This is an optimization exercise on Yosys and OpenROAD, whose aim is small area, not a production implementation.
Function was checked by simulation only, so behaviour that the tests miss may differ from the original.
No driver is modelled on the clock port, so clocking that relies on it looks cheaper here than on a real chip.
Power figures rest on the tool's default switching activity, not on a simulated workload.

**flow/run.sh**
```bash
#!/bin/bash
# Standard ORFS layout, with two changes: CTS adds no dummy loads, and the
# port buffers are the smallest buffer (buf_1). Full output in flow_make.log.
set -euo pipefail
export CTS_ARGS="-sink_clustering_enable -repair_clock_nets -dont_use_dummy_load -buf_list sky130_fd_sc_hd__clkbuf_8"
export BUFFER_PORTS_ARGS="-buffer_cell sky130_fd_sc_hd__buf_1"
bash standard.sh finish > flow_make.log 2>&1
```
**standard.sh**
```bash
#!/bin/bash
# synth_recipe.tcl (not shown) runs the flow's synth.tcl, then flattens the netlist and writes it again
# the make line also repeats each setting of config.mk as NAME=value (left out here)
make -C /OpenROAD-flow-scripts/flow DESIGN_CONFIG=/design/flow/config.mk WORK_HOME=/design/flow/orfs CLKGATE_MAP_FILE= SYNTH_SCRIPT=/design/flow/synth_recipe.tcl "${@:-finish}"
```
**config.mk**
```make
export PLATFORM = sky130hd
export DESIGN_NAME = my_chip
export DESIGN_NICKNAME = my_chip
export VERILOG_FILES = /design/flow/design.v
export SDC_FILE = /design/flow/constraint.sdc
export NUM_CORES = 4
export LEC_CHECK = 0
export CAP_MARGIN = 0
export CORE_MARGIN = 2
export CORE_UTILIZATION = 40
export CTS_BUF_LIST = sky130_fd_sc_hd__clkbuf_8
export SLEW_MARGIN = 0
```
**constraint.sdc**
```tcl
create_clock -name core_clock -period 10.0 [get_ports {clock}]
set_input_delay 2.0000 -clock core_clock [delete_from_list [all_inputs] [get_ports {clock}]]
set_output_delay 2.0000 -clock core_clock [all_outputs]
set_load 0.01 [all_outputs]
```
**design.v**
```verilog
`default_nettype none
module Synchronizer
  (input logic async,
   input logic clock,
   output logic sync);
  logic tmp1;
  always_ff @(posedge clock)
    tmp1 <= async;
  always_ff @(posedge clock)
    sync <= tmp1;
endmodule : Synchronizer
`default_nettype none
module DotTree (input logic [15:0] pp0, pp1,
                output logic [8:0] s);
    function automatic logic [1:0] fa(input logic a, b, c);
        fa = {(a & b) | (a & c) | (b & c), a ^ b ^ c};
    endfunction
    function automatic logic [1:0] ha(input logic a, b);
        ha = {a & b, a ^ b};
    endfunction
    logic d_s1, d_c1, d_s2, d_c2, d_s3, d_c3, d_s4, d_c4, d_s5, d_c5, d_s6, d_c6, d_s7, d_c7, d_s8, d_c8, d_s9, d_c9, d_s10, d_c10, d_s11, d_c11, d_s12, d_c12, d_s13, d_c13, d_s14, d_c14, d_s15, d_c15, d_s16, d_c16, d_s17, d_c17, d_s18, d_c18, d_s19, d_c19, d_s20, d_c20, d_s21, d_c21, d_s22, d_c22, d_s23, d_c23, d_s24, d_c24, d_s25, d_c25, d_s26, d_c26, d_s27, d_c27, d_s28, d_c28;
    HalfAdd d_h1(.a(pp0[0]), .b(pp1[0]), .co(d_c1), .s(d_s1));
    FullAdd d_f2(.a(pp0[1]), .b(pp0[4]), .c(pp1[1]), .co(d_c2), .s(d_s2));
    FullAdd d_f3(.a(pp1[4]), .b(d_c1), .c(d_s2), .co(d_c3), .s(d_s3));
    FullAdd d_f4(.a(pp0[2]), .b(pp0[5]), .c(pp0[8]), .co(d_c4), .s(d_s4));
    FullAdd d_f5(.a(pp1[2]), .b(pp1[5]), .c(pp1[8]), .co(d_c5), .s(d_s5));
    FullAdd d_f6(.a(d_c2), .b(d_c3), .c(d_s4), .co(d_c6), .s(d_s6));
    HalfAdd d_h7(.a(d_s5), .b(d_s6), .co(d_c7), .s(d_s7));
    FullAdd d_f8(.a(pp0[3]), .b(pp0[6]), .c(pp0[9]), .co(d_c8), .s(d_s8));
    FullAdd d_f9(.a(pp0[12]), .b(pp1[3]), .c(pp1[6]), .co(d_c9), .s(d_s9));
    FullAdd d_f10(.a(pp1[9]), .b(pp1[12]), .c(d_c4), .co(d_c10), .s(d_s10));
    FullAdd d_f11(.a(d_c5), .b(d_c6), .c(d_c7), .co(d_c11), .s(d_s11));
    FullAdd d_f12(.a(d_s8), .b(d_s9), .c(d_s10), .co(d_c12), .s(d_s12));
    HalfAdd d_h13(.a(d_s11), .b(d_s12), .co(d_c13), .s(d_s13));
    FullAdd d_f14(.a(pp0[7]), .b(pp0[10]), .c(pp0[13]), .co(d_c14), .s(d_s14));
    FullAdd d_f15(.a(pp1[7]), .b(pp1[10]), .c(pp1[13]), .co(d_c15), .s(d_s15));
    FullAdd d_f16(.a(d_c8), .b(d_c9), .c(d_c10), .co(d_c16), .s(d_s16));
    FullAdd d_f17(.a(d_c11), .b(d_c12), .c(d_c13), .co(d_c17), .s(d_s17));
    FullAdd d_f18(.a(d_s14), .b(d_s15), .c(d_s16), .co(d_c18), .s(d_s18));
    HalfAdd d_h19(.a(d_s17), .b(d_s18), .co(d_c19), .s(d_s19));
    FullAdd d_f20(.a(pp0[11]), .b(pp0[14]), .c(pp1[11]), .co(d_c20), .s(d_s20));
    FullAdd d_f21(.a(pp1[14]), .b(d_c14), .c(d_c15), .co(d_c21), .s(d_s21));
    FullAdd d_f22(.a(d_c16), .b(d_c17), .c(d_c18), .co(d_c22), .s(d_s22));
    FullAdd d_f23(.a(d_c19), .b(d_s20), .c(d_s21), .co(d_c23), .s(d_s23));
    HalfAdd d_h24(.a(d_s22), .b(d_s23), .co(d_c24), .s(d_s24));
    FullAdd d_f25(.a(pp0[15]), .b(pp1[15]), .c(d_c20), .co(d_c25), .s(d_s25));
    FullAdd d_f26(.a(d_c21), .b(d_c22), .c(d_c23), .co(d_c26), .s(d_s26));
    FullAdd d_f27(.a(d_c24), .b(d_s25), .c(d_s26), .co(d_c27), .s(d_s27));
    FullAdd d_f28(.a(d_c25), .b(d_c26), .c(d_c27), .co(d_c28), .s(d_s28));
    assign s = {d_c28, d_s28, d_s27, d_s24, d_s19, d_s13, d_s7, d_s3, d_s1};
endmodule : DotTree
module SumAdd (input logic [8:0] s, sp, input logic cin,
               output logic [9:0] c);
    function automatic logic [1:0] fa(input logic a, b, c);
        fa = {(a & b) | (a & c) | (b & c), a ^ b ^ c};
    endfunction
    function automatic logic [1:0] ha(input logic a, b);
        ha = {a & b, a ^ b};
    endfunction
    logic e_s1, e_c1, e_s2, e_c2, e_s3, e_c3, e_s4, e_c4, e_s5, e_c5, e_s6, e_c6, e_s7, e_c7, e_s8, e_c8, e_s9, e_c9;
    FullAdd e_f1(.a(cin), .b(s[0]), .c(sp[0]), .co(e_c1), .s(e_s1));
    FullAdd e_f2(.a(s[1]), .b(sp[1]), .c(e_c1), .co(e_c2), .s(e_s2));
    FullAdd e_f3(.a(s[2]), .b(sp[2]), .c(e_c2), .co(e_c3), .s(e_s3));
    FullAdd e_f4(.a(s[3]), .b(sp[3]), .c(e_c3), .co(e_c4), .s(e_s4));
    FullAdd e_f5(.a(s[4]), .b(sp[4]), .c(e_c4), .co(e_c5), .s(e_s5));
    FullAdd e_f6(.a(s[5]), .b(sp[5]), .c(e_c5), .co(e_c6), .s(e_s6));
    FullAdd e_f7(.a(s[6]), .b(sp[6]), .c(e_c6), .co(e_c7), .s(e_s7));
    FullAdd e_f8(.a(s[7]), .b(sp[7]), .c(e_c7), .co(e_c8), .s(e_s8));
    FullAdd e_f9(.a(s[8]), .b(sp[8]), .c(e_c8), .co(e_c9), .s(e_s9));
    assign c = {e_c9, e_s9, e_s8, e_s7, e_s6, e_s5, e_s4, e_s3, e_s2, e_s1};
endmodule : SumAdd
module FullAdd (input logic a, b, c, output logic co, s);
    assign co = (a & b) | (a & c) | (b & c);
    assign s = a ^ b ^ c;
endmodule : FullAdd
module HalfAdd (input logic a, b, output logic co, s);
    assign co = a & b;
    assign s = a ^ b;
endmodule : HalfAdd
`default_nettype none
module my_chip (
    input logic [11:0] io_in,  
    output logic [11:0] io_out,  
    input logic clock,
    input logic reset  
);
    function automatic logic [4:0] inc5(input logic [4:0] x, input logic cin);
        logic c;
        c = cin;
        for (int b = 0; b < 5; b++) begin
            inc5[b] = x[b] ^ c;
            c = x[b] & c;
        end
    endfunction
    logic [11:0] in_s;
    logic rst;
    genvar g;
    generate
        for (g = 0; g < 12; g = g + 1) begin : sync
            Synchronizer s(.async(io_in[g]), .clock(clock), .sync(in_s[g]));
        end
    endgenerate
    Synchronizer sync_rst(.async(reset), .clock(clock), .sync(rst));
    wire [7:0] din   = in_s[7:0];
    wire       enter = in_s[8];
    wire       sw    = in_s[9];
    wire [1:0] opin  = in_s[11:10];
    logic en_d, pe_d, sw_d;
    wire pe = enter & ~en_d;
    wire ps = sw & ~sw_d;
    always_ff @(posedge clock) begin
        en_d <= enter;
        pe_d <= pe;
        sw_d <= sw;
    end
    logic ph;
    always_ff @(posedge clock)
        if (rst) ph <= 1'b0;
        else     ph <= ~ph;
    logic [4:0] pc;
    logic [1:0] op;
    always_ff @(posedge clock)
        if (rst) pc <= 5'd0;
        else pc <= inc5(pc, pe_d & ~pc[4] | pc[4] & ~pc[1]);
    always_ff @(posedge clock)
        if (pe_d & (pc == 5'd15)) op <= opin;
    wire       full = pc[4];
    wire [2:0] wring = pc[3] ? {1'b1, pc[1], pc[0]} : {1'b0, pc[2], pc[1]};
    wire       wslot = pc[3] ? pc[2] : pc[0];
    wire       wgo   = (pe | pe_d) & ~full & (ph ^ wslot);
    logic [63:0] P0, P1;
    generate
        for (g = 0; g < 8; g = g + 1) begin : ring
            always_ff @(posedge clock) begin
                P1[8*g+7:8*g] <= P0[8*g+7:8*g];
                P0[8*g+7:8*g] <= (wgo && wring == g) ? din : P1[8*g+7:8*g];
            end
        end
    endgenerate
    wire  err = full & (op == 2'b01);
    wire  fin = pc[4] & pc[1] & ~(op == 2'b01);
    logic [4:0] n;
    wire  [4:0] np = inc5(n, fin);
    always_ff @(posedge clock)
        if (rst) n <= 5'd0;
        else if (ps) n <= np;
    wire [1:0] i = np[4:3];
    wire [1:0] j = np[2:1];
    logic [3:0] X0, X1, Y0, Y1;
    always_comb begin
        case (i)
            2'd0: {X0, X1} = P0[7:0];
            2'd1: {X0, X1} = P0[15:8];
            2'd2: {X0, X1} = P0[23:16];
            default: {X0, X1} = P0[31:24];
        endcase
        case (j)
            2'd0: begin Y0 = P0[39:36]; Y1 = P0[55:52]; end
            2'd1: begin Y0 = P0[35:32]; Y1 = P0[51:48]; end
            2'd2: begin Y0 = P0[47:44]; Y1 = P0[63:60]; end
            default: begin Y0 = P0[43:40]; Y1 = P0[59:56]; end
        endcase
    end
    wire mul = ~op[1];
    wire sub = op[1] & op[0];
    wire [3:0] aval = (ph == j[1]) ? (j[0] ? X1 : X0) : 4'd0;
    wire [3:0] bval = (ph == i[1]) ? ((i[0] ? Y1 : Y0) ^ {4{sub}}) : 4'd0;
    logic [15:0] pp0, pp1;    
    wire [3:0] Y0g = {Y0[3:1] & {3{mul}}, Y0[0]};
    wire [3:0] X1g = {X1[3:1] & {3{mul}}, X1[0]};
    always_comb
        for (int a = 0; a < 4; a++)
            for (int b = 0; b < 4; b++) begin
                pp0[4*a+b] = X0[a] & Y0g[b];
                pp1[4*a+b] = X1g[a] & Y1[b];
                if (b == 0) pp0[4*a+b] = mul ? X0[a] & Y0[b] : aval[a];
                if (a == 0) pp1[4*a+b] = mul ? X1[a] & Y1[b] : bval[b];
            end
    logic [8:0] S, Sp;
    DotTree dot(.pp0(pp0), .pp1(pp1), .s(S));
    always_ff @(posedge clock)
        Sp <= S;
    logic [9:0] C;
    SumAdd sum(.s(S), .sp(Sp), .cin(sub), .c(C));
    wire [9:0] Cf = {C[9:5], C[4] ^ sub, C[3:0]};
    logic [4:0] R;
    always_ff @(posedge clock)
        if (~fin | ps)
            R <= np[0] ? Cf[4:0] : Cf[9:5];
    assign io_out[4:0]  = R;
    assign io_out[5]    = fin;
    assign io_out[6]    = err;
    assign io_out[10:7] = n[4:1];
    assign io_out[11]   = 1'b0;
endmodule
```
==> results.json, run 1 <==
{
  "timing.critical_path.from": "op[1]$_DFFE_PP_",
  "fmax_mhz": 109,
  "fin_cells": 736,
  "leakage_uw": 0.00296,
  "ys_warn_count": 2,
  "final-max-slew-violation-count": 0,
  "worstHoldStart": "P0[1]$_DFF_P_",
  "syn_nets": 553,
  "crit_required_ns": 10.18,
  "rsz0062_at_grt": "false",
  "wire_per_inst_microns": 16.4,
  "worstSetupPathType": "reg2reg",
  "antenna_found_initial": 0,
  "nFillCells": 1540,
  "grt_usage_pct": 14.9,
  "setup_viol": 0,
  "num_rows": 47,
  "synth_seq_cells": 184,
  "cts_tree": "done",
  "crit_family": "adder cells",
  "hold_viol": 0,
  "grt_max_degree": 19,
  "yosys.cell_types.count": 48,
  "synthArstFlopShare_pct": 0,
  "post_cts_buffers": 0,
  "grt_remaining_overflow": 0,
  "path_common_cell": "fa_1",
  "finalClockSkew_ns": 0.0420,
  "r2r_start": "op[1]$_DFFE_PP_",
  "r2r_slack_ns": 0.79,
  "clk_pin_slew_worst_paths_ns": 0.09,
  "syn_area_per_cell_sq_um": 13.7,
  "vias": 3491,
  "cts_buffers": 17,
  "initial_core_util_pct": 40.8,
  "arrival_ns": 9.39,
  "worst_pin_slew_ns": 0.808,
  "place.gp.congestion": 0.874,
  "pin_count": 26,
  "layout-drive-gt1-share_pct": 22.1,
  "synth-edff-count": 7,
  "ant_nets": 0,
  "p_per_area_mw_per_mm2": 173,
  "syn_to_final_growth_pct": 7.02,
  "cp-endpoint": "R[2]$_DFFE_PP_",
  "final.setup.tns_ns": 0,
  "crit_fanout": 14,
  "crit_cells": 30,
  "fp.dieH_microns": 134,
  "drt_iter0_drc": 141,
  "finalNetCount": 577,
  "grt_pass1_wl_microns": 20100,
  "grt_pass1_vias": 3790,
  "synth_top_flop_cell": "dfxtp_1",
  "peakVddDrop_v": 0.000161,
  "cts_resized": 0,
  "numPortBuffers": 24,
  "hold_class": "reg2reg",
  "syn_area_sq_mm": 0.00677,
  "hold_ws_ns": 0.320,
  "fp.dieW_microns": 134,
  "cp_slowest_cell": "mux4_2",
  "clk_latency_ns": 0.45,
  "die_area_sq_mm": 0.0180,
  "dp_cells": 719,
  "route.detailed.drc": 0,
  "finalWirelength_microns": 12100,
  "core_sq_mm": 0.0166,
  "clock_path_buffers": 2,
  "min_period_ns": 9.21,
  "holdBufCountCts": 0,
  "yosys-top-cells-area": "dfxtp_1 52%, mux2_2 11%, fa_1 9.2%, mux4_2 4.3%, edfxtp_1 3.1%",
  "yosysSeqAreaShare_pct": 55.4,
  "yosysTopAreaCell": "dfxtp_1",
  "clkSinkCount": 184,
  "end_kind": "flip-flop",
  "r2r.worst_path.cells": 30,
  "htree_levels": 4,
  "first_pass_iters": 6,
  "avgViaCountPerCell": 4.74,
  "synthCells": 494,
  "post-route-period-util_pct": 92.1,
  "fin_total_pwr_uw": 1250,
  "dp_hpwl_microns": 9130,
  "r2r-end": "R[2]$_DFFE_PP_",
  "postLayoutCoreUtil_pct": 43.7,
  "maxCapViolations": 0,
  "max_stage_delay_ns": 0.65,
  "diodes": 0,
  "relSlewSlack_pct": 45.9,
  "yosysTopAreaCellShare_pct": 52.3,
  "cts-root-buf": "clkbuf_8",
  "outcome": "no timing/DRC/antenna violations",
  "crit_buf_inv": 8,
  "startpoint_type": "flip-flop"
}
## cell usage after synthesis (6+ instances only)
library cell	instances
dfxtp_1	177
mux2_2	69
inv_1	34
fa_1	31
nand2_1	30
nor2_1	15
ha_1	14
mux4_2	13
buf_4	9
mux2i_1	9
and3_1	8
edfxtp_1	7
a22oi_1	6
and2_1	6
nor2b_1	6
xnor2_1	6
## layout by cell type, fill, tap and decap left out, types with 4 or more instances in the layout
cell type / count
a22oi_1: 6
dfxtp_1: 177
o21ai_0: 4
mux4_2: 13
clkbuf_8: 17
ha_1: 14
xnor2_1: 6
inv_1: 34
nand2_1: 30
nor2b_1: 6
a21oi_1: 4
buf_1: 24
o22ai_1: 4
mux2i_1: 9
and3_1: 8
fa_1: 31
edfxtp_1: 7
mux2_2: 69
nor2_1: 15
and2_1: 6
## sequential cells by signal, indices dropped and copies added, names as in the netlist
name	cells
Sp	9
ph	1
n	5
sync.s.tmp1	12
sync.s.sync	12
P1	64
P0	64
op	2
R	5
pe_d	1
sync_rst.tmp1	1
sync_rst.sync	1
en_d	1
pc	5
sw_d	1
## layer usage
| layer | routed length (microns) | global-route usage, % | vias up |
|---|---|---|---|
| li1 | - | - | 1695 |
| met1 | 5800 | 19.3 | 1743 |
| met2 | 5800 | 24.7 | 47 |
| met3 | 383 | 4.08 | 6 |
| met4 | 113 | 4.04 | 0 |
| met5 | 0 | 0 | - |
## layout make-up
class	instances	area [sq um]	area share, %
Sequential cell	184	3750	51.8
Inverter	34	128	1.76
Clock buffer	17	234	3.23
Tap cell	220	275	3.80
Timing Repair Buffer	25	97.6	1.35
Multi-Input combinational cell	256	2760	38.1
## worst min path at each step
stage,to,slack (ns),cells past startpoint
after floorplan,sync[0].s.sync$_DFF_P_,0.31,0
after global placement,sync[8].s.sync$_DFF_P_,0.31,0
after detailed placement,sync[1].s.sync$_DFF_P_,0.31,0
after CTS,P1[37]$_DFF_P_,0.33,0
after global routing,P1[37]$_DFF_P_,0.33,0
final,P1[1]$_DFF_P_,0.32,0
## worst reg2reg max path, delay by kind of cell, from the launching register on
kind            cells  cell delay (ns)
xor+xnor            1             0.59
buf+inv             8             0.71
mux                 2             0.91
compound gates      2             0.41
fa+ha+maj          17             5.79
flops               1             0.57
## stage by stage
step	worst slack [ns]	area (sq um)
detailed placement	0.702	7010
finish	0.786	7250
global placement	0.883	7010
global route	0.221	7250
floorplan	1.52	6770
CTS	0.706	7250
## report_power, final
group	leakage (uW)	switching [uW]	total, uW	internal [uW]
clock network	0.000122	212	362	151
logic	0.00131	42.9	86.4	43.6
registers	0.00153	21.4	802	780
## kinds of logic (layout without fill, tap and decap cells)
| family | count (synthesis) | count (layout) | synth area share (%) |
|---|---|---|---|
| and+or+nand+nor | 81 | 81 | 6.93 |
| AOI/OAI and AO/OA | 27 | 27 | 2.86 |
| adders and majority gates | 45 | 45 | 11.8 |
| xor gates and xnor gates | 10 | 10 | 1.61 |
| muxes | 92 | 92 | 17.5 |
| DFF | 184 | 184 | 55.4 |
| other | 1 | 1 | 0.0554 |
| buffers and inverters | 54 | 76 | 3.83 |
==> inputs of run 2 (changes only) <==
--- a/config.mk
+++ b/config.mk
@@ -5,8 +5,8 @@
 export SDC_FILE = /design/flow/constraint.sdc
 export NUM_CORES = 4
 export LEC_CHECK = 0
-export CAP_MARGIN = 0
+export CAP_MARGIN = 20
 export CORE_MARGIN = 2
 export CORE_UTILIZATION = 40
 export CTS_BUF_LIST = sky130_fd_sc_hd__clkbuf_8
-export SLEW_MARGIN = 0
+export SLEW_MARGIN = 20
==> results.json, run 2 <==
{
  "finalWirelength_microns": 12100,
  "grt_pass1_vias": 3790,
  "wire_per_inst_microns": 16.4,
  "pin_count": 26,
  "die_area_sq_mm": 0.0180,
  "dp_hpwl_microns": 9130,
  "reg.largest.list": "P0 (64), P1 (64)",
  "nFillCells": 1540,
  "post_cts_buffers": 0,
  "regArea_sq_mm": 0.00375,
  "synthCells": 494,
  "maxCapViolations": 0,
  "num_rows": 47,
  "cts_tree": "done",
  "fp.dieH_microns": 134,
  "leakage_uw": 0.00296,
  "antenna_found_initial": 0,
  "worstSetupPathType": "reg2reg",
  "yosysSeqAreaShare_pct": 55.4,
  "final_common_cell": "dfxtp_1",
  "grt_pass1_wl_microns": 20100,
  "dp_cells": 719,
  "clock_path_buffers": 2,
  "synthAdderAreaFrac_pct": 11.8,
  "cts-root-buf": "clkbuf_8",
  "finalClockSkew_ns": 0.0420,
  "htree_levels": 4,
  "synth_seq_cells": 184,
  "initial_core_util_pct": 40.8,
  "holdBufCountCts": 0,
  "peakVddDrop_v": 0.000161,
  "grt_max_degree": 19,
  "vias": 3491,
  "syn_area_sq_mm": 0.00677,
  "end_kind": "flip-flop",
  "synthArstFlopShare_pct": 0,
  "fmax_mhz": 109,
  "grt_usage_pct": 14.9,
  "min_period_ns": 9.21,
  "yosysTopAreaCell": "dfxtp_1",
  "cts_buffers": 17,
  "crit_fanout": 14,
  "arrival_ns": 9.39,
  "postLayoutCoreUtil_pct": 43.7,
  "ant_nets": 0,
  "drt_iter0_drc": 141,
  "synth-simple-area-share_pct": 6.93,
  "avgViaCountPerCell": 4.74,
  "fin_cells": 736,
  "final_cell_mix": "177 x dfxtp_1, 69 x mux2_2, 34 x inv_1, 31 x fa_1, 30 x nand2_1",
  "relSlewSlack_pct": 45.9,
  "final.setup.tns_ns": 0,
  "yosysTopAreaCellShare_pct": 52.3,
  "grt_remaining_overflow": 0,
  "worst_pin_slew_ns": 0.808,
  "multi_input_area_sq_mm": 0.00276,
  "max_stage_delay_ns": 0.65,
  "cts_resized": 0,
  "numPortBuffers": 24,
  "syn_nets": 553,
  "route.detailed.drc": 0,
  "place.gp.congestion": 0.874,
  "yosys.cell_types.count": 48,
  "synthXorXnorAreaFrac_pct": 1.61,
  "muxShareOfSynthArea_pct": 17.5,
  "hold_viol": 0,
  "final-max-slew-violation-count": 0,
  "synth_common_cells": "177 x dfxtp_1, 69 x mux2_2, 34 x inv_1",
  "synth_top_flop_cell": "dfxtp_1",
  "yosys.cell_count.top_type": "dfxtp_1",
  "ys_warn_count": 2,
  "first_pass_iters": 6,
  "crit_required_ns": 10.18,
  "syn_to_final_growth_pct": 7.02,
  "syn_area_per_cell_sq_um": 13.7,
  "diodes": 0,
  "startpoint_type": "flip-flop",
  "yosys-top-cells-area": "dfxtp_1 52%, mux2_2 11%, fa_1 9.2%, mux4_2 4.3%, edfxtp_1 3.1%",
  "finalNetCount": 577,
  "rsz0062_at_grt": "false",
  "post-route-period-util_pct": 92.1,
  "synth_top_family_by_area": "multiplexers",
  "clk_pin_slew_worst_paths_ns": 0.09,
  "clkSinkCount": 184,
  "hold_class": "reg2reg",
  "setup_viol": 0,
  "p_per_area_mw_per_mm2": 173,
  "outcome": "no timing/DRC/antenna violations",
  "synth-edff-count": 7,
  "clk_latency_ns": 0.45,
  "synth-compound-area-share_pct": 2.86,
  "fp.dieW_microns": 134,
  "layout-drive-gt1-share_pct": 22.1,
  "core_sq_mm": 0.0166,
  "cp_slowest_cell": "mux4_2",
  "path_common_cell": "fa_1"
}
[run 2: cell counts in the layout (fill, tap and decap cells not counted)]
No cell type changed its count.
[run 2: routing by layer]
layer	track usage (%)	share of wire (%)	routed length, microns
met1	19.3	48	5800
met2	24.7	48	5800
met3	4.08	3.2	383
met4	4.04	0.93	113
met5	0	0	0
[run 2: per-stage QoR]
step / worst slack, ns / total power [uW] / hold WS [ns] / instance area (sq um)
floorplan: 1.52 / 877 / 0.310 / 6770
global placement: 0.883 / 904 / 0.309 / 7010
detailed placement: 0.702 / 907 / 0.313 / 7010
CTS: 0.706 / 1270 / 0.328 / 7250
global route: 0.221 / 1310 / 0.325 / 7250
finish: 0.786 / 1250 / 0.320 / 7250
[run 2: cell type report]
type	instances	area share, %
clock buffers	17	3.23
inverters	34	1.76
well taps	220	3.80
flip-flops and latches	184	51.8
repair buffers	25	1.35
multi-input cells	256	38.1
[run 2: power breakdown]
group / switching [uW] / leakage [uW] / total (uW) / internal, uW
logic: 42.9 / 0.00131 / 86.4 / 43.6
registers: 21.4 / 0.00153 / 802 / 780
clock network: 212 / 0.000122 / 362 / 151
total: 276 / 0.00296 / 1250 / 974
[run 2: path summary, 6_finish.rpt]
kind,to,depth (start not counted),slack (ns),startpoint
setup reg to reg,R[2]$_DFFE_PP_,30,0.79,op[1]$_DFFE_PP_
hold reg to reg,P1[1]$_DFF_P_,0,0.32,P0[1]$_DFF_P_
hold / removal,P1[1]$_DFF_P_,0,0.32,P0[1]$_DFF_P_
setup / recovery,R[2]$_DFFE_PP_,30,0.79,op[1]$_DFFE_PP_
[run 2: cell families after synthesis]
kind of cell    after synthesis
flops                       184
buf+inv                      54
compound gates               27
mux                          92
simple gates                 81
fa+ha+maj                    45
xor+xnor                     10
other cells                   1
[run 2: worst max-delay path, delay by kind of cell, from the launching register on]
| family | cells | cell delay [ns] |
|---|---|---|
| DFF | 1 | 0.57 |
| AOI/OAI and AO/OA | 2 | 0.41 |
| adders and majority gates | 17 | 5.78 |
| muxes | 2 | 0.91 |
| buffers and inverters | 8 | 0.71 |
| xor gates and xnor gates | 1 | 0.59 |
==> inputs of run 3 (changes only) <==
==> flow/run.sh (replaced) <==
#!/bin/bash
# Standard ORFS layout, with two changes: CTS adds no dummy loads, and the
# port buffers are the smallest buffer (buf_1). Full output in flow_make.log.
set -euo pipefail
export CTS_ARGS="-repair_clock_nets -dont_use_dummy_load -buf_list sky130_fd_sc_hd__clkbuf_8"
export BUFFER_PORTS_ARGS="-buffer_cell sky130_fd_sc_hd__buf_1"
bash standard.sh finish > flow_make.log 2>&1
==> results.json, run 3 <==
{
  "outcome": "no timing/DRC/antenna violations",
  "fp.dieH_microns": 134,
  "finalNetCount": 577,
  "htree_levels": 4,
  "leakage_uw": 0.00296,
  "finalWirelength_microns": 12100,
  "hold_ws_ns": 0.320,
  "nFillCells": 1540,
  "yosysTopAreaCellShare_pct": 52.3,
  "cp_slowest_cell": "mux4_2",
  "syn_nets": 553,
  "cts-root-buf": "clkbuf_8",
  "final_cell_mix": "177 x dfxtp_1, 69 x mux2_2, 34 x inv_1, 31 x fa_1, 30 x nand2_1",
  "synth_top_flop_cell": "dfxtp_1",
  "syn_area_sq_mm": 0.00677,
  "clock_path_buffers": 2,
  "wire_per_inst_microns": 16.4,
  "synthArstFlopShare_pct": 0,
  "end_kind": "flip-flop",
  "yosysSeqAreaShare_pct": 55.4,
  "clkSinkCount": 184,
  "dp_hpwl_microns": 9130,
  "hold_class": "reg2reg",
  "p_per_area_mw_per_mm2": 173,
  "worstSetupPathType": "reg2reg",
  "final_common_cell": "dfxtp_1",
  "post_cts_buffers": 0,
  "syn_area_per_cell_sq_um": 13.7,
  "yosysTopAreaCell": "dfxtp_1",
  "synth-edff-count": 7,
  "final_area_sq_mm": 0.00725,
  "ant_nets": 0,
  "p_int_uw": 974,
  "min_period_ns": 9.21,
  "relSlewSlack_pct": 45.9,
  "place.gp.congestion": 0.874,
  "layout-drive-gt1-share_pct": 22.1,
  "core_sq_mm": 0.0166,
  "dp_cells": 719,
  "fmax_mhz": 109,
  "route.detailed.drc": 0,
  "post-route-period-util_pct": 92.1,
  "maxCapViolations": 0,
  "cts_buffers": 17,
  "grt_pass1_wl_microns": 20100,
  "syn_to_final_growth_pct": 7.02,
  "ys_warn_count": 2,
  "multi_input_area_sq_mm": 0.00276,
  "antenna_found_initial": 0,
  "max_stage_delay_ns": 0.65,
  "fin_cells": 736,
  "final.setup.tns_ns": 0,
  "postLayoutCoreUtil_pct": 43.7,
  "crit_fanout": 14,
  "pin_count": 26,
  "p_sw_share_pct": 22.1,
  "reg.largest.list": "P0 (64), P1 (64)",
  "avgViaCountPerCell": 4.74,
  "num_rows": 47,
  "hold_viol": 0,
  "p_comb_share_pct": 6.9,
  "numPortBuffers": 24,
  "yosys-top-cells-area": "dfxtp_1 52%, mux2_2 11%, fa_1 9.2%, mux4_2 4.3%, edfxtp_1 3.1%",
  "synthCells": 494,
  "worst_pin_slew_ns": 0.808,
  "yosys.cell_count.top_type": "dfxtp_1",
  "yosys.cell_types.count": 48,
  "diodes": 0,
  "peakVddDrop_v": 0.000161,
  "rsz0062_at_grt": "false",
  "dpl_cell_area_sq_mm": 0.00701,
  "path_common_cell": "fa_1",
  "clk_latency_ns": 0.45,
  "initial_core_util_pct": 40.8,
  "seq_power_share_pct": 64.1,
  "final-max-slew-violation-count": 0,
  "clk_pin_slew_worst_paths_ns": 0.09,
  "synth_seq_cells": 184,
  "arrival_ns": 9.39,
  "synth_common_cells": "177 x dfxtp_1, 69 x mux2_2, 34 x inv_1",
  "holdBufCountCts": 0,
  "first_pass_iters": 6,
  "regArea_sq_mm": 0.00375,
  "finalClockSkew_ns": 0.0420,
  "die_area_sq_mm": 0.0180,
  "drt_iter0_drc": 141,
  "vias": 3491,
  "p_sw_uw": 276,
  "setup_viol": 0,
  "grt_pass1_vias": 3790,
  "cts_resized": 0,
  "fp.dieW_microns": 134,
  "clockPowerShare_pct": 29.0,
  "grt_usage_pct": 14.9,
  "crit_required_ns": 10.18,
  "startpoint_type": "flip-flop",
  "cts_tree": "done",
  "grt_max_degree": 19,
  "grt_remaining_overflow": 0
}
[run 3: layout make-up]
type                    instances  area share, %
clock buffers                  17           3.23
inverters                      34           1.76
multi-input cells             256           38.1
flip-flops and latches        184           51.8
well taps                     220           3.80
repair buffers                 25           1.35
[run 3: per-stage QoR]
step | setup WS, ns | power, uW
detailed placement | 0.702 | 907
global route | 0.221 | 1310
finish | 0.786 | 1250
global placement | 0.883 | 904
floorplan | 1.52 | 877
CTS | 0.706 | 1270
[run 3: cell families after synthesis]
family	Yosys count	share of synthesized area (%)
AO/OA/AOI/OAI	27	2.86
XOR/XNOR	10	1.61
adder cells (fa/ha/maj)	45	11.8
buffers and inverters	54	3.83
flip-flops	184	55.4
multiplexers	92	17.5
other	1	0.0554
AND/OR/NAND/NOR	81	6.93
[run 3: worst paths after layout]
kind                   startpoint        endpoint  slack, ns  cells after the start
setup / recovery  op[1]$_DFFE_PP_  R[2]$_DFFE_PP_       0.79                     30
setup reg to reg  op[1]$_DFFE_PP_  R[2]$_DFFE_PP_       0.79                     30
hold reg to reg     P0[1]$_DFF_P_   P1[1]$_DFF_P_       0.32                      0
hold / removal      P0[1]$_DFF_P_   P1[1]$_DFF_P_       0.32                      0
[run 3: power by group through the flow]
stage	combinational [uW]	clock (uW)	sequential [uW]
3_3_place_gp	86.7	0	817
3_5_place_dp	88.2	0	819
2_1_floorplan	68.0	0	809
5_1_grt	96.6	407	807
6_report	86.4	362	802
4_1_cts	88.5	380	802
[run 3: per-layer routing]
| metal | share of wire [%] | GRT usage [%] | routed length, microns | vias to the layer above |
|---|---|---|---|---|
| li1 | - | - | - | 1695 |
| met1 | 48 | 19.3 | 5800 | 1743 |
| met2 | 48 | 24.7 | 5800 | 47 |
| met3 | 3.2 | 4.08 | 383 | 6 |
| met4 | 0.93 | 4.04 | 113 | 0 |
| met5 | 0 | 0 | 0 | - |
[run 3: critical path, delay by kind of cell (launching register included)]
kind | cells | cell delay, ns
adders and majority gates | 17 | 5.78
muxes | 2 | 0.91
DFF | 1 | 0.57
AOI/OAI and AO/OA | 2 | 0.41
xor gates and xnor gates | 1 | 0.59
buffers and inverters | 8 | 0.71
==> inputs of run 4 (changes only) <==
==> flow/run.sh (replaced) <==
#!/bin/bash
# Standard ORFS layout, with two changes: CTS adds no dummy loads, and the
# port buffers are the smallest buffer (buf_1). Full output in flow_make.log.
set -euo pipefail
export CTS_ARGS="-sink_clustering_enable -sink_clustering_levels 1 -sink_clustering_size 25 -sink_clustering_max_diameter 60 -repair_clock_nets -dont_use_dummy_load -buf_list sky130_fd_sc_hd__clkbuf_8"
export BUFFER_PORTS_ARGS="-buffer_cell sky130_fd_sc_hd__buf_1"
bash standard.sh finish > flow_make.log 2>&1
==> results.json, run 4 <==
{
  "grt_pass1_wl_microns": 20100,
  "ys_warn_count": 2,
  "yosysSeqAreaShare_pct": 55.4,
  "clk_latency_ns": 0.45,
  "relSlewSlack_pct": 45.9,
  "peakVddDrop_v": 0.000161,
  "first_pass_iters": 6,
  "setup_viol": 0,
  "rsz0062_at_grt": "false",
  "crit_fanout": 14,
  "dp_hpwl_microns": 9130,
  "p_int_uw": 974,
  "outcome": "no timing/DRC/antenna violations",
  "clkSinkCount": 184,
  "max_stage_delay_ns": 0.65,
  "finalClockSkew_ns": 0.0420,
  "clk_pin_slew_worst_paths_ns": 0.09,
  "diodes": 0,
  "initial_core_util_pct": 40.8,
  "clock_path_buffers": 2,
  "cp_slowest_cell": "mux4_2",
  "core_sq_mm": 0.0166,
  "synth_seq_cells": 184,
  "cts_buffers": 17,
  "final_cell_mix": "177 x dfxtp_1, 69 x mux2_2, 34 x inv_1, 31 x fa_1, 30 x nand2_1",
  "seq_power_share_pct": 64.1,
  "yosysTopAreaCell": "dfxtp_1",
  "p_comb_share_pct": 6.9,
  "syn_area_per_cell_sq_um": 13.7,
  "regArea_sq_mm": 0.00375,
  "maxCapViolations": 0,
  "hold_viol": 0,
  "syn_nets": 553,
  "synth-edff-count": 7,
  "fin_total_pwr_uw": 1250,
  "wire_per_inst_microns": 16.4,
  "p_sw_uw": 276,
  "num_rows": 47,
  "nFillCells": 1540,
  "fp.dieH_microns": 134,
  "ant_nets": 0,
  "reg.largest.list": "P0 (64), P1 (64)",
  "end_kind": "flip-flop",
  "route.detailed.drc": 0,
  "path_common_cell": "fa_1",
  "final-max-slew-violation-count": 0,
  "p_sw_share_pct": 22.1,
  "drt_iter0_drc": 141,
  "dpl_cell_area_sq_mm": 0.00701,
  "post-route-period-util_pct": 92.1,
  "cts-root-buf": "clkbuf_8",
  "vias": 3491,
  "arrival_ns": 9.39,
  "final.setup.tns_ns": 0,
  "dp_cells": 719,
  "hold_class": "reg2reg",
  "fin_cells": 736,
  "grt_pass1_vias": 3790,
  "clockPowerShare_pct": 29.0,
  "fp.dieW_microns": 134,
  "finalNetCount": 577,
  "p_per_area_mw_per_mm2": 173,
  "grt_usage_pct": 14.9,
  "post_cts_buffers": 0,
  "cts_tree": "done",
  "cts_resized": 0,
  "min_period_ns": 9.21,
  "layout-drive-gt1-share_pct": 22.1,
  "synthArstFlopShare_pct": 0,
  "finalWirelength_microns": 12100,
  "final_common_cell": "dfxtp_1",
  "syn_area_sq_mm": 0.00677,
  "antenna_found_initial": 0,
  "yosys.cell_types.count": 48,
  "synth_top_flop_cell": "dfxtp_1",
  "place.gp.congestion": 0.874,
  "yosys-top-cells-area": "dfxtp_1 52%, mux2_2 11%, fa_1 9.2%, mux4_2 4.3%, edfxtp_1 3.1%",
  "leakage_uw": 0.00296,
  "place_ws_ns": 0.702,
  "multi_input_area_sq_mm": 0.00276,
  "fmax_mhz": 109,
  "numPortBuffers": 24,
  "worstSetupPathType": "reg2reg",
  "layout_setup_ws_ns": 0.786,
  "die_area_sq_mm": 0.0180,
  "htree_levels": 4,
  "pin_count": 26,
  "yosys.cell_count.top_type": "dfxtp_1",
  "synth_common_cells": "177 x dfxtp_1, 69 x mux2_2, 34 x inv_1",
  "holdBufCountCts": 0,
  "startpoint_type": "flip-flop",
  "yosysTopAreaCellShare_pct": 52.3,
  "avgViaCountPerCell": 4.74,
  "crit_required_ns": 10.18,
  "syn_to_final_growth_pct": 7.02,
  "grt_remaining_overflow": 0,
  "synthCells": 494,
  "final_area_sq_mm": 0.00725,
  "grt_max_degree": 19,
  "worst_pin_slew_ns": 0.808
}
-- run 4: logic make-up (layout without fill, tap and decap cells) --
family | count (synthesis) | count (layout) | synth area share [%]
AO/OA/AOI/OAI | 27 | 27 | 2.86
flip-flops | 184 | 184 | 55.4
other | 1 | 1 | 0.0554
XOR/XNOR | 10 | 10 | 1.61
multiplexers | 92 | 92 | 17.5
adder cells (fa/ha/maj) | 45 | 45 | 11.8
buffers and inverters | 54 | 76 | 3.83
AND/OR/NAND/NOR | 81 | 81 | 6.93
-- run 4: path summary, 6_finish.rpt --
kind | start | end | slack (ns) | depth (start not counted)
worst max register to register | op[1]$_DFFE_PP_ | R[2]$_DFFE_PP_ | 0.79 | 30
worst min register to register | P0[1]$_DFF_P_ | P1[1]$_DFF_P_ | 0.32 | 0
worst min-delay path | P0[1]$_DFF_P_ | P1[1]$_DFF_P_ | 0.32 | 0
worst max-delay path | op[1]$_DFFE_PP_ | R[2]$_DFFE_PP_ | 0.79 | 30
-- run 4: worst max-delay path, delay by kind of cell, from the launching register on --
family          cells  cell delay, ns
compound gates      2            0.41
xor+xnor            1            0.59
buf+inv             8            0.71
mux                 2            0.91
fa+ha+maj          17            5.78
flops               1            0.57
-- run 4: power by group through the flow --
| stage | clock (uW) | sequential (uW) | combinational [uW] |
|---|---|---|---|
| global placement | 0 | 817 | 86.7 |
| CTS | 380 | 802 | 88.5 |
| finish | 362 | 802 | 86.4 |
| floorplan | 0 | 809 | 68.0 |
| global route | 407 | 807 | 96.6 |
| detailed placement | 0 | 819 | 88.2 |
-- run 4: layout make-up --
cell class / instances / share of cell area (%)
clock buffers: 17 / 3.23
inverters: 34 / 1.76
multi-input cells: 256 / 38.1
flip-flops and latches: 184 / 51.8
well taps: 220 / 3.80
repair buffers: 25 / 1.35
-- run 4: routing by layer --
layer	share of wire (%)	routed length (microns)	track usage, %	vias to the layer above
li1	-	-	-	1695
met1	48	5800	19.3	1743
met2	48	5800	24.7	47
met3	3.2	383	4.08	6
met4	0.93	113	4.04	0
met5	0	0	0	-
-- run 4: metrics by stage --
step | hold slack (ns) | util, %
final | 0.320 | 43.7
after global routing | 0.325 | 43.7
after CTS | 0.328 | 43.7
after detailed placement | 0.313 | 42.3
after global placement | 0.309 | 42.3
after floorplan | 0.310 | -
==> inputs of run 5 (changes only) <==
==> flow/run.sh (replaced) <==
#!/bin/bash
# Standard ORFS layout, with two changes: CTS adds no dummy loads, and the
# port buffers are the smallest buffer (buf_1). Full output in flow_make.log.
set -euo pipefail
export CTS_ARGS="-sink_clustering_enable -sink_buffer_max_cap_derate 1.0 -repair_clock_nets -dont_use_dummy_load -buf_list sky130_fd_sc_hd__clkbuf_8"
export BUFFER_PORTS_ARGS="-buffer_cell sky130_fd_sc_hd__buf_1"
bash standard.sh finish > flow_make.log 2>&1
==> results.json, run 5 <==
{
  "post-route-period-util_pct": 92.1,
  "crit_family": "adder cells",
  "clk_pin_slew_worst_paths_ns": 0.09,
  "dp_hpwl_microns": 9130,
  "clockPowerShare_pct": 29.0,
  "hold_viol": 0,
  "arrival_ns": 9.39,
  "yosysTopAreaCell": "dfxtp_1",
  "r2r_slack_ns": 0.79,
  "fp.dieW_microns": 134,
  "leakage_uw": 0.00296,
  "timing.critical_path.from": "op[1]$_DFFE_PP_",
  "seq_power_share_pct": 64.1,
  "grt_pass1_wl_microns": 20100,
  "syn_to_final_growth_pct": 7.02,
  "yosys.cell_types.count": 48,
  "setup_viol": 0,
  "p_int_uw": 974,
  "finalClockSkew_ns": 0.0420,
  "final.setup.tns_ns": 0,
  "worstHoldStart": "P0[1]$_DFF_P_",
  "fp.dieH_microns": 134,
  "cts_tree": "done",
  "yosys-top-cells-area": "dfxtp_1 52%, mux2_2 11%, fa_1 9.2%, mux4_2 4.3%, edfxtp_1 3.1%",
  "crit_required_ns": 10.18,
  "diodes": 0,
  "min_period_ns": 9.21,
  "reg.largest.list": "P0 (64), P1 (64)",
  "syn_area_sq_mm": 0.00677,
  "antenna_found_initial": 0,
  "grt_max_degree": 19,
  "yosys.cell_count.top_type": "dfxtp_1",
  "p_sw_uw": 276,
  "syn_nets": 553,
  "maxCapViolations": 0,
  "pin_count": 26,
  "hold_ws_ns": 0.320,
  "ys_warn_count": 2,
  "fin_cells": 736,
  "drt_iter0_drc": 141,
  "first_pass_iters": 6,
  "relSlewSlack_pct": 45.9,
  "holdBufCountCts": 0,
  "clk_latency_ns": 0.45,
  "end_kind": "flip-flop",
  "grt_remaining_overflow": 0,
  "startpoint_type": "flip-flop",
  "p_sw_share_pct": 22.1,
  "fin_total_pwr_uw": 1250,
  "htree_levels": 4,
  "regArea_sq_mm": 0.00375,
  "synth_common_cells": "177 x dfxtp_1, 69 x mux2_2, 34 x inv_1",
  "final_common_cell": "dfxtp_1",
  "dp_cells": 719,
  "cts_buffers": 17,
  "die_area_sq_mm": 0.0180,
  "cp_slowest_cell": "mux4_2",
  "crit_fanout": 14,
  "layout-drive-gt1-share_pct": 22.1,
  "peakVddDrop_v": 0.000161,
  "nFillCells": 1540,
  "yosysSeqAreaShare_pct": 55.4,
  "post_cts_buffers": 0,
  "cts-root-buf": "clkbuf_8",
  "hold_class": "reg2reg",
  "synth_top_flop_cell": "dfxtp_1",
  "dpl_cell_area_sq_mm": 0.00701,
  "grt_usage_pct": 14.9,
  "p_per_area_mw_per_mm2": 173,
  "avgViaCountPerCell": 4.74,
  "rsz0062_at_grt": "false",
  "syn_area_per_cell_sq_um": 13.7,
  "cts_resized": 0,
  "final-max-slew-violation-count": 0,
  "ant_nets": 0,
  "final_area_sq_mm": 0.00725,
  "crit_buf_inv": 8,
  "grt_pass1_vias": 3790,
  "yosysTopAreaCellShare_pct": 52.3,
  "worstSetupPathType": "reg2reg",
  "outcome": "no timing/DRC/antenna violations",
  "r2r_start": "op[1]$_DFFE_PP_",
  "route.detailed.drc": 0,
  "synth_seq_cells": 184,
  "num_rows": 47,
  "finalNetCount": 577,
  "core_sq_mm": 0.0166,
  "max_stage_delay_ns": 0.65,
  "synthArstFlopShare_pct": 0,
  "worst_pin_slew_ns": 0.808,
  "final_cell_mix": "177 x dfxtp_1, 69 x mux2_2, 34 x inv_1, 31 x fa_1, 30 x nand2_1",
  "vias": 3491,
  "numPortBuffers": 24,
  "wire_per_inst_microns": 16.4,
  "path_common_cell": "fa_1",
  "fmax_mhz": 109,
  "clock_path_buffers": 2,
  "synth-edff-count": 7,
  "initial_core_util_pct": 40.8,
  "clkSinkCount": 184,
  "place.gp.congestion": 0.874,
  "finalWirelength_microns": 12100,
  "multi_input_area_sq_mm": 0.00276,
  "p_comb_share_pct": 6.9,
  "synthCells": 494
}
-- run 5: cell counts after synthesis --
No cell type changed its count.
-- run 5: cell type report --
class / instances / area share, %
clock buffers: 17 / 3.23
inverters: 34 / 1.76
flip-flops and latches: 184 / 51.8
repair buffers: 25 / 1.35
multi-input cells: 256 / 38.1
well taps: 220 / 3.80
-- run 5: path summary, 6_finish.rpt --
| kind | cells past startpoint | end |
|---|---|---|
| worst max-delay path | 30 | R[2]$_DFFE_PP_ |
| worst min-delay path | 0 | P1[1]$_DFF_P_ |
| worst max register to register | 30 | R[2]$_DFFE_PP_ |
| worst min register to register | 0 | P1[1]$_DFF_P_ |
-- run 5: worst reg2reg max path, delay by kind of cell (launching register included) --
kind | cells | cell delay (ns)
multiplexers | 2 | 0.91
buffers and inverters | 8 | 0.71
AO/OA/AOI/OAI | 2 | 0.41
flip-flops | 1 | 0.57
XOR/XNOR | 1 | 0.59
adder cells (fa/ha/maj) | 17 | 5.79
-- run 5: power by group through the flow --
stage / clock [uW] / combinational, uW / sequential (uW)
final: 362 / 86.4 / 802
after global routing: 407 / 96.6 / 807
after CTS: 380 / 88.5 / 802
after detailed placement: 0 / 88.2 / 819
after global placement: 0 / 86.7 / 817
after floorplan: 0 / 68.0 / 809
-- run 5: cells by family (layout without fill, tap and decap cells) --
group | after synthesis | after routing | share of synthesized area (%)
adder cells (fa/ha/maj) | 45 | 45 | 11.8
AND/OR/NAND/NOR | 81 | 81 | 6.93
XOR/XNOR | 10 | 10 | 1.61
AO/OA/AOI/OAI | 27 | 27 | 2.86
flip-flops | 184 | 184 | 55.4
other | 1 | 1 | 0.0554
multiplexers | 92 | 92 | 17.5
buffers and inverters | 54 | 76 | 3.83
-- run 5: per-stage QoR --
stage	setup slack, ns	util, %
4_1_cts	0.706	43.7
2_1_floorplan	1.52	-
3_3_place_gp	0.883	42.3
3_5_place_dp	0.702	42.3
5_1_grt	0.221	43.7
6_report	0.786	43.7
-- run 5: layer usage --
layer  global-route usage, %  routed length, microns  up-vias  share of wire, %
li1                        -                       -     1695                 -
met5                       0                       0        -                 0
met3                    4.08                     383        6               3.2
met4                    4.04                     113        0              0.93
met2                    24.7                    5800       47                48
met1                    19.3                    5800     1743                48
==> inputs of run 6 (changes only) <==
==> flow/run.sh (replaced) <==
#!/bin/bash
# Standard ORFS layout, with two changes: CTS adds no dummy loads, and the
# port buffers are the smallest buffer (buf_1). Full output in flow_make.log.
set -euo pipefail
export CTS_ARGS="-sink_clustering_enable -sink_buffer_max_cap_derate 0.5 -repair_clock_nets -dont_use_dummy_load -buf_list sky130_fd_sc_hd__clkbuf_8"
export BUFFER_PORTS_ARGS="-buffer_cell sky130_fd_sc_hd__buf_1"
bash standard.sh finish > flow_make.log 2>&1
==> results.json, run 6 <==
{
  "finalClockSkew_ns": 0.0420,
  "yosysTopAreaCellShare_pct": 52.3,
  "cts_buffers": 17,
  "avgViaCountPerCell": 4.74,
  "finalWirelength_microns": 12100,
  "hold_class": "reg2reg",
  "synth_top_flop_cell": "dfxtp_1",
  "final_cell_mix": "177 x dfxtp_1, 69 x mux2_2, 34 x inv_1, 31 x fa_1, 30 x nand2_1",
  "regArea_sq_mm": 0.00375,
  "yosys-top-cells-area": "dfxtp_1 52%, mux2_2 11%, fa_1 9.2%, mux4_2 4.3%, edfxtp_1 3.1%",
  "nFillCells": 1540,
  "layout-drive-gt1-share_pct": 22.1,
  "timing.critical_path.from": "op[1]$_DFFE_PP_",
  "synthArstFlopShare_pct": 0,
  "arrival_ns": 9.39,
  "pin_count": 26,
  "fp.dieW_microns": 134,
  "first_pass_iters": 6,
  "path_common_cell": "fa_1",
  "final.setup.tns_ns": 0,
  "yosysTopAreaCell": "dfxtp_1",
  "end_kind": "flip-flop",
  "diodes": 0,
  "maxCapViolations": 0,
  "cp_slowest_cell": "mux4_2",
  "place.gp.congestion": 0.874,
  "ys_warn_count": 2,
  "synthCells": 494,
  "clkSinkCount": 184,
  "outcome": "no timing/DRC/antenna violations",
  "grt_pass1_wl_microns": 20100,
  "clk_latency_ns": 0.45,
  "reg.largest.list": "P0 (64), P1 (64)",
  "synth-edff-count": 7,
  "grt_usage_pct": 14.9,
  "final_common_cell": "dfxtp_1",
  "ant_nets": 0,
  "setup_viol": 0,
  "cts_resized": 0,
  "p_per_area_mw_per_mm2": 173,
  "hold_viol": 0,
  "worstSetupPathType": "reg2reg",
  "route.detailed.drc": 0,
  "cts-root-buf": "clkbuf_8",
  "clk_pin_slew_worst_paths_ns": 0.09,
  "crit_fanout": 14,
  "r2r_start": "op[1]$_DFFE_PP_",
  "die_area_sq_mm": 0.0180,
  "dpl_cell_area_sq_mm": 0.00701,
  "peakVddDrop_v": 0.000161,
  "htree_levels": 4,
  "numPortBuffers": 24,
  "yosys.cell_types.count": 48,
  "antenna_found_initial": 0,
  "vias": 3491,
  "synth_common_cells": "177 x dfxtp_1, 69 x mux2_2, 34 x inv_1",
  "post_cts_buffers": 0,
  "startpoint_type": "flip-flop",
  "syn_area_per_cell_sq_um": 13.7,
  "grt_max_degree": 19,
  "final_area_sq_mm": 0.00725,
  "multi_input_area_sq_mm": 0.00276,
  "rsz0062_at_grt": "false",
  "final-max-slew-violation-count": 0,
  "worst_pin_slew_ns": 0.808,
  "syn_to_final_growth_pct": 7.02,
  "dp_hpwl_microns": 9130,
  "max_stage_delay_ns": 0.65,
  "relSlewSlack_pct": 45.9,
  "synth_seq_cells": 184,
  "num_rows": 47,
  "grt_pass1_vias": 3790,
  "leakage_uw": 0.00296,
  "cts_tree": "done",
  "drt_iter0_drc": 141,
  "grt_remaining_overflow": 0,
  "finalNetCount": 577,
  "fp.dieH_microns": 134,
  "clock_path_buffers": 2,
  "yosysSeqAreaShare_pct": 55.4,
  "syn_nets": 553,
  "min_period_ns": 9.21,
  "fmax_mhz": 109,
  "holdBufCountCts": 0,
  "crit_required_ns": 10.18,
  "wire_per_inst_microns": 16.4,
  "core_sq_mm": 0.0166,
  "initial_core_util_pct": 40.8,
  "post-route-period-util_pct": 92.1,
  "syn_area_sq_mm": 0.00677,
  "yosys.cell_count.top_type": "dfxtp_1",
  "worstHoldStart": "P0[1]$_DFF_P_"
}
-- run 6: final cells by class --
class / instances / area share, %
tap: 220 / 3.80
inverter: 34 / 1.76
sequential: 184 / 51.8
clock buffer: 17 / 3.23
timing repair buffer: 25 / 1.35
multi-input combinational: 256 / 38.1
-- run 6: final timing paths --
check,endpoint,slack [ns],depth (start not counted)
max,R[2]$_DFFE_PP_,0.79,30
min reg2reg,P1[1]$_DFF_P_,0.32,0
max reg2reg,R[2]$_DFFE_PP_,0.79,30
min,P1[1]$_DFF_P_,0.32,0
-- run 6: metal layers --
layer	wire length (microns)	global-route usage (%)	up-vias
met2	5800	24.7	47
met4	113	4.04	0
li1	-	-	1695
met1	5800	19.3	1743
met5	0	0	-
met3	383	4.08	6
-- run 6: cell families after synthesis --
logic type	after synthesis	share of synthesized area (%)
fa+ha+maj	45	11.8
buf+inv	54	3.83
simple gates	81	6.93
xor+xnor	10	1.61
other cells	1	0.0554
compound gates	27	2.86
flops	184	55.4
mux	92	17.5
-- run 6: critical path: cells and delay by family, from the launching register on --
family,cells,cell delay [ns]
adder cells (fa/ha/maj),17,5.78
XOR/XNOR,1,0.59
multiplexers,2,0.91
buffers and inverters,8,0.71
AO/OA/AOI/OAI,2,0.41
flip-flops,1,0.57
-- run 6: power by group --
part           internal (uW)  switching [uW]
clock                    151             212
sequential               780            21.4
combinational           43.6            42.9
-- run 6: through the flow --
stage               setup slack, ns  total power [uW]  instances  util, %  hold slack (ns)
floorplan                      1.52               877        494        -            0.310
global placement              0.883               904        719     42.3            0.309
detailed placement            0.702               907        719     42.3            0.313
CTS                           0.706              1270        736     43.7            0.328
global route                  0.221              1310        736     43.7            0.325
finish                        0.786              1250        736     43.7            0.320
==> inputs of run 7 (changes only) <==
==> flow/run.sh (replaced) <==
#!/bin/bash
# Standard ORFS layout with three changes: the port buffers are the smallest
# buffer (buf_1); CTS adds no dummy loads; and after CTS a hook (my_cts.tcl)
# replaces the clock tree with a two-level one (root buffer -> leaf buffers
# over equal groups of flip-flops). Full output of make in flow_make.log.
set -euo pipefail
export MYCTS_LEAVES=20 MYCTS_LEAF=sky130_fd_sc_hd__clkbuf_4
here=$(pwd)
export CTS_ARGS="-sink_clustering_enable -repair_clock_nets -dont_use_dummy_load -buf_list sky130_fd_sc_hd__clkbuf_8"
export BUFFER_PORTS_ARGS="-buffer_cell sky130_fd_sc_hd__buf_1"
export POST_CTS_TCL="$here/flow/my_cts.tcl"
bash standard.sh finish > flow_make.log 2>&1
==> flow/my_cts.tcl (new file) <==
# Post-CTS hook: replace the H-tree built by clock_tree_synthesis with a
# two-level tree: clock port -> one root buffer -> MYCTS_LEAVES leaf buffers, each
# driving an equal share of the flip-flops, split by recursive bisection of
# their placement. Then legalize.
set nleaf    [expr {[info exists ::env(MYCTS_LEAVES)] ? $::env(MYCTS_LEAVES) : 10}]
set leafcell [expr {[info exists ::env(MYCTS_LEAF)] ? $::env(MYCTS_LEAF) : "sky130_fd_sc_hd__clkbuf_8"}]
set rootcell [expr {[info exists ::env(MYCTS_ROOT)] ? $::env(MYCTS_ROOT) : "sky130_fd_sc_hd__clkbuf_8"}]

set db [ord::get_db]
set block [ord::get_db_block]
set clk [$block findNet clock]

# remove the buffers CTS made, and their nets
set sinks {}
foreach inst [$block getInsts] {
  set m [[$inst getMaster] getName]
  if {[string match "clkbuf_*" [$inst getName]] && [string match "sky130_fd_sc_hd__clkbuf_*" $m]} {
    lappend dead $inst
  }
}
puts "my_cts: removing [llength $dead] CTS buffers"
foreach inst $dead { odb::dbInst_destroy $inst }
foreach net [$block getNets] {
  if {[string match "clknet_*" [$net getName]]} { odb::dbNet_destroy $net }
}
foreach inst [$block getInsts] {
  set it [$inst findITerm CLK]
  if {$it != "NULL" && [[$inst getMaster] isSequential]} {
    set loc [$inst getLocation]
    lappend sinks [list [lindex $loc 0] [lindex $loc 1] $it]
  }
}
puts "my_cts: [llength $sinks] sinks"

proc bisect {items k axis} {
  if {$k <= 1} { return [list $items] }
  set s [lsort -integer -index $axis $items]
  set k1 [expr {$k / 2}]
  set h [expr {([llength $s] * $k1 + $k / 2) / $k}]
  set na [expr {1 - $axis}]
  return [concat [bisect [lrange $s 0 [expr {$h - 1}]] $k1 $na] \
                 [bisect [lrange $s $h end] [expr {$k - $k1}] $na]]
}
# split first along the longer side
set xs [lsort -integer [lmap s $sinks {lindex $s 0}]]
set ys [lsort -integer [lmap s $sinks {lindex $s 1}]]
set axis [expr {([lindex $xs end] - [lindex $xs 0]) >= ([lindex $ys end] - [lindex $ys 0]) ? 0 : 1}]
set groups [bisect $sinks $nleaf $axis]

set lm [$db findMaster $leafcell]
set rm [$db findMaster $rootcell]
set rootnet [odb::dbNet_create $block clknet_root]
$rootnet setSigType CLOCK
$clk setSigType CLOCK
set sx 0; set sy 0; set k 0
foreach g $groups {
  set cx 0; set cy 0
  foreach s $g { incr cx [lindex $s 0]; incr cy [lindex $s 1] }
  set cx [expr {$cx / [llength $g]}]; set cy [expr {$cy / [llength $g]}]
  set b [odb::dbInst_create $block $lm clkbuf_leaf_$k]
  $b setLocation $cx $cy
  $b setPlacementStatus PLACED
  $b setSourceType TIMING
  set n [odb::dbNet_create $block clknet_leaf_$k]
  $n setSigType CLOCK
  [$b findITerm A] connect $rootnet
  [$b findITerm X] connect $n
  foreach s $g {
    set it [lindex $s 2]
    $it disconnect
    $it connect $n
  }
  puts "my_cts: leaf $k at $cx $cy drives [llength $g]"
  incr sx $cx; incr sy $cy; incr k
}
set r [odb::dbInst_create $block $rm clkbuf_root]
$r setLocation [expr {$sx / $k}] [expr {$sy / $k}]
$r setPlacementStatus PLACED
$r setSourceType TIMING
[$r findITerm A] connect $clk
[$r findITerm X] connect $rootnet

detailed_placement
check_placement -verbose
estimate_parasitics -placement
report_clock_skew
report_worst_slack -min
report_worst_slack -max
--- a/config.mk
+++ b/config.mk
@@ -7,6 +7,7 @@
 export LEC_CHECK = 0
 export CAP_MARGIN = 20
 export CORE_MARGIN = 2
-export CORE_UTILIZATION = 40
+export CORE_UTILIZATION = 70
 export CTS_BUF_LIST = sky130_fd_sc_hd__clkbuf_8
+export PLACE_DENSITY = 0.8
 export SLEW_MARGIN = 20
==> results.json, run 7 <==
{
  "hold_ws_ns": 0.327,
  "first_pass_iters": 4,
  "crit_buf_inv": 8,
  "outcome": "no timing/DRC/antenna violations",
  "grt_pass1_vias": 3850,
  "syn_nets": 553,
  "diodes": 0,
  "syn_area_per_cell_sq_um": 13.7,
  "yosysTopAreaCell": "dfxtp_1",
  "dpl_cell_area_sq_mm": 0.00690,
  "end_kind": "flip-flop",
  "relSlewSlack_pct": 43.9,
  "yosys.cell_count.top_type": "dfxtp_1",
  "peakVddDrop_v": 0.000166,
  "avgViaCountPerCell": 5.49,
  "fp.dieH_microns": 102,
  "yosys-top-cells-area": "dfxtp_1 52%, mux2_2 11%, fa_1 9.2%, mux4_2 4.3%, edfxtp_1 3.1%",
  "synth-edff-count": 7,
  "crit_required_ns": 10.23,
  "vias": 3560,
  "synthArstFlopShare_pct": 0,
  "final.setup.tns_ns": 0,
  "worstSetupPathType": "reg2reg",
  "clk_pin_slew_worst_paths_ns": 0.11,
  "leakage_uw": 0.00294,
  "path_common_cell": "fa_1",
  "crit_family": "adder cells",
  "rsz0062_at_grt": "false",
  "setup_viol": 0,
  "place_ws_ns": 0.715,
  "yosysTopAreaCellShare_pct": 52.3,
  "r2r_start": "op[1]$_DFFE_PP_",
  "route.detailed.drc": 0,
  "numPortBuffers": 24,
  "dp_hpwl_microns": 8650,
  "initial_core_util_pct": 72.6,
  "drt_iter0_drc": 111,
  "maxCapViolations": 0,
  "grt_usage_pct": 24.2,
  "hold_viol": 0,
  "min_period_ns": 9.26,
  "final_area_sq_mm": 0.00706,
  "fmax_mhz": 108,
  "synth_seq_cells": 184,
  "timing.critical_path.from": "op[1]$_DFFE_PP_",
  "finalClockSkew_ns": 0.0271,
  "grt_pass1_wl_microns": 19400,
  "ant_nets": 0,
  "synth_common_cells": "177 x dfxtp_1, 69 x mux2_2, 34 x inv_1",
  "die_area_sq_mm": 0.0105,
  "final_common_cell": "dfxtp_1",
  "wire_per_inst_microns": 18.0,
  "crit_fanout": 14,
  "layout_setup_ws_ns": 0.739,
  "yosys.cell_types.count": 48,
  "finalNetCount": 581,
  "layout-drive-gt1-share_pct": 22.7,
  "place.gp.congestion": 0.929,
  "max_stage_delay_ns": 0.65,
  "post-route-period-util_pct": 92.6,
  "grt_max_degree": 21,
  "worst_pin_slew_ns": 0.838,
  "cp_slowest_cell": "mux4_2",
  "postLayoutCoreUtil_pct": 75.7,
  "grt_remaining_overflow": 0,
  "synth_top_flop_cell": "dfxtp_1",
  "finalWirelength_microns": 11700,
  "syn_area_sq_mm": 0.00677,
  "arrival_ns": 9.49,
  "antenna_found_initial": 0,
  "reg.largest.list": "P0 (64), P1 (64)",
  "hold_class": "reg2reg",
  "core_sq_mm": 0.00933,
  "clk_latency_ns": 0.47,
  "fp.dieW_microns": 102,
  "cts_tree": "done",
  "worstHoldStart": "P0[12]$_DFF_P_",
  "clkSinkCount": 184,
  "final_cell_mix": "177 x dfxtp_1, 69 x mux2_2, 34 x inv_1, 31 x fa_1, 30 x nand2_1",
  "yosysSeqAreaShare_pct": 55.4,
  "syn_to_final_growth_pct": 4.31,
  "startpoint_type": "flip-flop",
  "synthCells": 494,
  "num_rows": 35,
  "final-max-slew-violation-count": 0,
  "p_per_area_mw_per_mm2": 169,
  "ys_warn_count": 2,
  "pin_count": 26
}
-- run 7: cell counts after synthesis --
Identical to the previous run, type by type.
-- run 7: kinds of logic (layout without fill, tap and decap cells) --
family                     Yosys count  in the layout  share of synthesized area, %
and+or+nand+nor                     81             81                          6.93
other                                1              1                        0.0554
xor gates and xnor gates            10             10                          1.61
AOI/OAI and AO/OA                   27             27                          2.86
adders and majority gates           45             45                          11.8
muxes                               92             92                          17.5
DFF                                184            184                          55.4
buffers and inverters               54             80                          3.83
-- run 7: report_power, final --
group	internal (uW)	total (uW)	switching, uW	leakage [uW]
combinational	43.5	85.3	41.8	0.00131
clock	101	304	203	0.0000992
sequential	780	803	22.5	0.00153
-- run 7: final timing paths --
path / endpoint / slack, ns / cells past startpoint
worst max register to register: R[2]$_DFFE_PP_ / 0.74 / 30
worst max-delay path: R[2]$_DFFE_PP_ / 0.74 / 30
worst min-delay path: P1[12]$_DFF_P_ / 0.33 / 0
worst min register to register: P1[12]$_DFF_P_ / 0.33 / 0
-- run 7: layout make-up, clock buffers not listed --
class                           instances  area (sq um)
Inverter                               34           128
Tap cell                              129           161
Timing Repair Buffer                   25          97.6
Multi-Input combinational cell        256          2760
Sequential cell                       184          3750
Fill cell                             620          2270
-- run 7: through the flow --
step / cells / total power, uW
2_1_floorplan: 494 / 877
3_3_place_gp: 628 / 900
3_5_place_dp: 628 / 906
5_1_grt: 649 / 1240
6_report: 649 / 1190
-- run 7: routing by layer --
layer | part of all wire, % | track usage [%] | vias to the layer above
met5 | 0 | 0 | -
met4 | 2.2 | 7.28 | 0
met3 | 3.6 | 3.83 | 24
met2 | 50 | 42.3 | 68
met1 | 44 | 31.3 | 1746
li1 | - | - | 1722

[port drivers added, routing unchanged]
How much do the figures lean on ideal ports? The routed layouts below were timed once more, with nothing changed but the port constraints.
Step 1: set_driving_cell puts a clkbuf_16 on clock and a buf_2 on each other input, an assumption about the parent block.
Step 2 also shifts input and output timing later by t, the mid clock arrival at the registers, as if the neighbouring blocks saw the same clock.
Three values: ideal ports, drivers, drivers and shift; two values: the first two.
run | t, ns | setup WS [ns] | hold WS [ns] | cell pins on the clock port's net
run 1 | 0.463 | 0.786 / 0.786 / 0.786 | 0.320 / 0.320 / 0.320 | 1
run 2 | 0.463 | 0.786 / 0.786 / 0.786 | 0.320 / 0.320 / 0.320 | 1
run 3 | 0.463 | 0.786 / 0.786 / 0.786 | 0.320 / 0.320 / 0.320 | 1
run 4 | 0.463 | 0.786 / 0.786 / 0.786 | 0.320 / 0.320 / 0.320 | 1
run 5 | 0.463 | 0.786 / 0.786 / 0.786 | 0.320 / 0.320 / 0.320 | 1
run 6 | 0.463 | 0.786 / 0.786 / 0.786 | 0.320 / 0.320 / 0.320 | 1
run 7 | 0.487 | 0.739 / 0.739 / 0.739 | 0.327 / 0.327 / 0.327 | 1
After both steps every run listed still meets setup and hold.
